This is an optimization exercise on Yosys and OpenROAD, whose aim is small area and a short achievable clock period, not a production implementation. The clock port is modelled as an ideal driver, which makes a skipped or thinned clock tree look cheaper than it is; a real chip needs a root buffer or a tree. Power is estimated from default activity; no workload was simulated.

Design FIFO, start of the top module:
module FIFO(
	input [7:0] DATA_IN,
	input READ, WRITE, CLEAR_N, RESET_N, CLOCK,
	output reg [7:0] DATA_OUT,
	output reg [4:0] USE_DW,
	output reg F_FULL_N, F_EMPTY_N
);
reg [255:0] sr;       
reg [7:0]   rd;       
reg [3:0]   lo;       
reg [7:0]   hi;       
wire rst = ~(RESET_N & CLEAR_N);
wire shift = WRITE & (READ | F_FULL_N);
always @(posedge CLOCK)
	if (shift)
		sr <= {sr[247:0], DATA_IN};
reg [7:0] oldest;
integer s;
always @* begin
	oldest = 8'd0;
	for (s = 0; s < 32; s = s + 1)
		oldest = oldest | ({8{lo[s%4] & hi[s/4]}} & sr[8*((s+31)%32) +: 8]);
end
always @(posedge CLOCK)
	rd <= oldest;
always @(posedge CLOCK)
	if (~F_EMPTY_N & WRITE & READ)
		DATA_OUT <= DATA_IN;
	else
		DATA_OUT <= rd;
wire inc = WRITE & ~READ & F_FULL_N;
wire dec = READ & ~WRITE & F_EMPTY_N;
reg [4:0] cnt_n;
reg       full_n_n, empty_n_n;
always @* begin
	cnt_n     = USE_DW;
	full_n_n  = F_FULL_N;
	empty_n_n = F_EMPTY_N;
	if (rst) begin
		cnt_n     = 5'd0;
		full_n_n  = 1'b1;
		empty_n_n = 1'b0;
	end else if (inc) begin
		cnt_n     = USE_DW + 5'd1;
		full_n_n  = ~(USE_DW == 5'd31);
		empty_n_n = 1'b1;
	end else if (dec) begin
		cnt_n     = USE_DW - 5'd1;
		full_n_n  = 1'b1;
		empty_n_n = ~(USE_DW == 5'd1 && F_FULL_N);
	end
end
always @(posedge CLOCK) begin
	USE_DW    <= cnt_n;
	F_FULL_N  <= full_n_n;
	F_EMPTY_N <= empty_n_n;
  ...
clock: 2.5 ns
lec_check: 0
cap_margin: 20
core_margin: 2
core_utilization: 40
cts_buf_list: sky130_fd_sc_hd__clkbuf_8
cts_cluster_diameter: 60
cts_cluster_size: 18
slew_margin: 20
run.sh (not shown) runs the stock make flow with config.mk's settings and CLKGATE_MAP_FILE= SYNTH_SCRIPT=/design/flow/synth_recipe.tcl, a recipe that flattens the netlist after the stock synthesis.
Change:
CTS_BUF_LIST = not set   (was sky130_fd_sc_hd__clkbuf_8)
CTS_CLUSTER_DIAMETER = not set   (was 60)
CTS_CLUSTER_SIZE = not set   (was 18)
The changed run finished with timing, DRC and antenna clean.
Final cell count increases by 1.8%.
Setup slack is worse by 0.0056 ns.
Via count increases by 0.95%.
Fmax stays flat.
Non-clock buffer count stays the same.
Flip-flop and latch count is unchanged.
Wire length grows by 1.8%.
Critical path depth stays the same.
Total power grows by 30%.
Sequential power stays flat.
Area after synthesis does not change.
Change:
SETUP_SLACK_MARGIN = 1.0   (was not set)
=> The new run completed with no timing, DRC or antenna violations. Clock skew falls by 0.0083 ns. Utilization increases by 3.6 points. Setup slack gets better by 0.50 ns. Global-route usage came out higher by 0.52 points. First-iteration DRC count is lower by about a fifth. Wire length is higher by a little under a tenth.
No run of this note included a check of the RTL's function; only the layout flow was run.

---

Another version of the RTL of FIFO (not shown whole).
Size: roughly 320 flip-flops, about 28 I/O pins, about 0.011 mm^2 of cells after synthesis.
## FIFO
module FIFO(
	input [7:0] DATA_IN,
	input READ, WRITE, CLEAR_N, RESET_N, CLOCK,
	output reg [7:0] DATA_OUT,
	output reg [4:0] USE_DW,
	output reg F_FULL_N, F_EMPTY_N
);
reg [255:0] sr;       
reg [31:0]  rd;       
reg [3:0]   rdq;      
reg [3:0]   lo;       
reg [7:0]   hi;       
wire rst = ~(RESET_N & CLEAR_N);
wire shift = WRITE & (READ | F_FULL_N);
always @(posedge CLOCK)
	if (shift)
		sr <= {sr[247:0], DATA_IN};
reg [31:0] oldest;
integer s, q;
always @* begin
	oldest = 32'd0;
	for (s = 0; s < 32; s = s + 1)
		oldest[8*(s/8) +: 8] = oldest[8*(s/8) +: 8] | ({8{lo[s%4] & hi[s/4]}} & sr[8*((s+31)%32) +: 8]);
end
always @(posedge CLOCK) begin
	rd <= oldest;
	for (q = 0; q < 4; q = q + 1)
		rdq[q] <= hi[2*q] | hi[2*q+1];
end
reg [7:0] rdsel;
always @* begin
	rdsel = 8'd0;
	for (q = 0; q < 4; q = q + 1)
		rdsel = rdsel | ({8{rdq[q]}} & rd[8*q +: 8]);
end
always @(posedge CLOCK)
	if (~F_EMPTY_N & WRITE & READ)
		DATA_OUT <= DATA_IN;
	else
		DATA_OUT <= rdsel;
wire inc = WRITE & ~READ & F_FULL_N;
wire dec = READ & ~WRITE & F_EMPTY_N;
reg [4:0] cnt_n;
reg       full_n_n, empty_n_n;
always @* begin
	cnt_n     = USE_DW;
	full_n_n  = F_FULL_N;
	empty_n_n = F_EMPTY_N;
	if (rst) begin
		cnt_n     = 5'd0;
		full_n_n  = 1'b1;
		empty_n_n = 1'b0;
	end else if (inc) begin
		cnt_n     = USE_DW + 5'd1;
		full_n_n  = ~(USE_DW == 5'd31);
		empty_n_n = 1'b1;
	end else if (dec) begin
		cnt_n     = USE_DW - 5'd1;
		full_n_n  = 1'b1;
		empty_n_n = ~(USE_DW == 5'd1 && F_FULL_N);
	end
end
always @(posedge CLOCK) begin
	USE_DW    <= cnt_n;
	F_FULL_N  <= full_n_n;
	F_EMPTY_N <= empty_n_n;
end
always @(posedge CLOCK)
	if (rst) begin
		lo <= 4'b0001;
		hi <= 8'b00000001;
	end else if (inc) begin
		lo <= {lo[2:0], lo[3]};
		if (lo[3])
			hi <= {hi[6:0], hi[7]};
	end else if (dec) begin
		lo <= {lo[0], lo[3:1]};
		if (lo[0])
			hi <= {hi[0], hi[7:1]};
	end
endmodule
clock: 2.5 ns
lec_check: 0
cap_margin: 20
core_margin: 2
core_utilization: 60
cts_buf_list: sky130_fd_sc_hd__clkbuf_8
cts_cluster_diameter: 60
cts_cluster_size: 18
setup_slack_margin: 1.1
slew_margin: 20
standard.sh (not shown) runs the stock make flow with config.mk's settings and CLKGATE_MAP_FILE= SYNTH_SCRIPT=/design/flow/synth_recipe.tcl, a recipe that flattens the netlist after the stock synthesis.
==> flow/flow/run.sh <==
#!/bin/bash
# Standard ORFS layout, except that the clock tree is built by manual_cts.tcl:
# a two-level inverter tree (one root inverter, one leaf inverter per cluster
# of flip-flops) in place of TritonCTS's buffer tree.
set -euo pipefail
here=$(cd "$(dirname "$0")" && pwd)
export PRE_CTS_TCL="$here/manual_cts.tcl"
export PRE_RESIZE_TCL="$here/max_fanout.tcl"
export BUFFER_PORTS_ARGS="-buffer_cell sky130_fd_sc_hd__buf_2"
bash standard.sh > standard.log 2>&1
==> flow/flow/max_fanout.tcl <==
# Sourced by ORFS's resize.tcl (PRE_RESIZE_TCL hook) before repair_design:
# a fanout limit makes repair_design build buffer trees for the wide nets
# (the shift enable of the storage, the read selects).
set_max_fanout 20 [current_design]
Other scripts of this flow, unchanged in this note and not shown: flow/flow/manual_cts.tcl
The starting point went through all stages and came out clean.
Then changed:
- SETUP_SLACK_MARGIN: 1.1 -> 1.0
Effect: Combinational power goes down by 29%. Worst setup slack gets better by 0.042 ns. Fmax goes up by 2.8%. Sequential share of layout area goes up by 6.8 points. Power goes down by 2.2%. Routed wire length goes down by 9.8%.
Then changed:
--- a/flow/flow/run.sh
+++ b/flow/flow/run.sh
@@ -6,5 +6,4 @@
 here=$(cd "$(dirname "$0")" && pwd)
 export PRE_CTS_TCL="$here/manual_cts.tcl"
-export PRE_RESIZE_TCL="$here/max_fanout.tcl"
 export BUFFER_PORTS_ARGS="-buffer_cell sky130_fd_sc_hd__buf_2"
 bash standard.sh > standard.log 2>&1
removed: flow/flow/max_fanout.tcl
- total power came out lower by about 1.2%
- sequential share of layout area grows by 3.2 points
- hold slack gets better by 0.0087 ns
- worst setup slack is worse by 0.14 ns
Then changed:
--- a/flow/flow/run.sh
+++ b/flow/flow/run.sh
@@ -6,4 +6,5 @@
 here=$(cd "$(dirname "$0")" && pwd)
 export PRE_CTS_TCL="$here/manual_cts.tcl"
+export PRE_RESIZE_TCL="$here/max_fanout.tcl"
 export BUFFER_PORTS_ARGS="-buffer_cell sky130_fd_sc_hd__buf_2"
 bash standard.sh > standard.log 2>&1
==> flow/flow/max_fanout.tcl (new file) <==
# Sourced by ORFS's resize.tcl (PRE_RESIZE_TCL hook) before repair_design:
# a fanout limit makes repair_design build buffer trees for the wide nets
# (the shift enable of the storage, the read selects).
set_max_fanout 20 [current_design]
- SETUP_SLACK_MARGIN: 1.0 -> 1.2
After rerunning: Worst hold slack gains 0.017 ns; cell area came out higher by about a fifth; total power climbs by a few percent; clock skew shrinks by 0.0051 ns; fmax grows by a few percent; worst setup slack gains 0.073 ns.
No run of this note included a check of the RTL's function; only the layout flow was run. No run of this note takes its clock network from TritonCTS; it comes from the design's own scripts or RTL.

-- afterwards: timing with drivers on the ports --
How much do the figures lean on ideal ports? The routed layouts below were timed once more, with nothing changed but the port constraints. Step 1, drivers: a clkbuf_16 drives CLOCK and a buf_2 each remaining input, both assumed. Step 2, shift: input delay + t, output delay - t, t = (earliest + latest rising clock arrival at the registers) / 2. This alone moves slack from input paths to output paths. Slacks: ideal ports / drivers / drivers and shift; pairs: ideal ports / drivers.
| run | t, ns | setup slack, ns | latest minus earliest clock arrival (ns) | worst register clock-pin slew, ns | cell pins on the clock port's net |
|---|---|---|---|---|---|
| the first run of note 1 | 0.573 | 0.388 / 0.345 / 0.102 | 0.036 / 0.035 | 0.12 / 0.12 | 1 |
| the second run of note 1 | 0.591 | 0.383 / 0.336 / 0.063 | 0.020 / 0.020 | 0.07 / 0.07 | 1 |
| the third run of note 1 | 0.585 | 0.881 / 0.881 / 0.360 | 0.010 / 0.009 | 0.06 / 0.06 | 1 |
| the first run of note 2 | 0.299 | 0.971 / 0.978 / 0.793 | 0.026 / 0.026 | 0.08 / 0.08 | 3 |
| the second run of note 2 | 0.293 | 1.013 / 1.048 / 0.813 | 0.037 / 0.037 | 0.09 / 0.09 | 3 |
| the third run of note 2 | 0.288 | 0.873 / 0.940 / 0.715 | 0.033 / 0.032 | 0.09 / 0.09 | 3 |
| the fourth run of note 2 | 0.308 | 0.946 / 0.946 / 0.782 | 0.027 / 0.028 | 0.09 / 0.09 | 3 |
After both steps setup and hold are still met in every run listed. The setup slack of the third run of note 1, which loses most, moves by 0.000 ns with the drivers and by -0.521 ns with both steps.
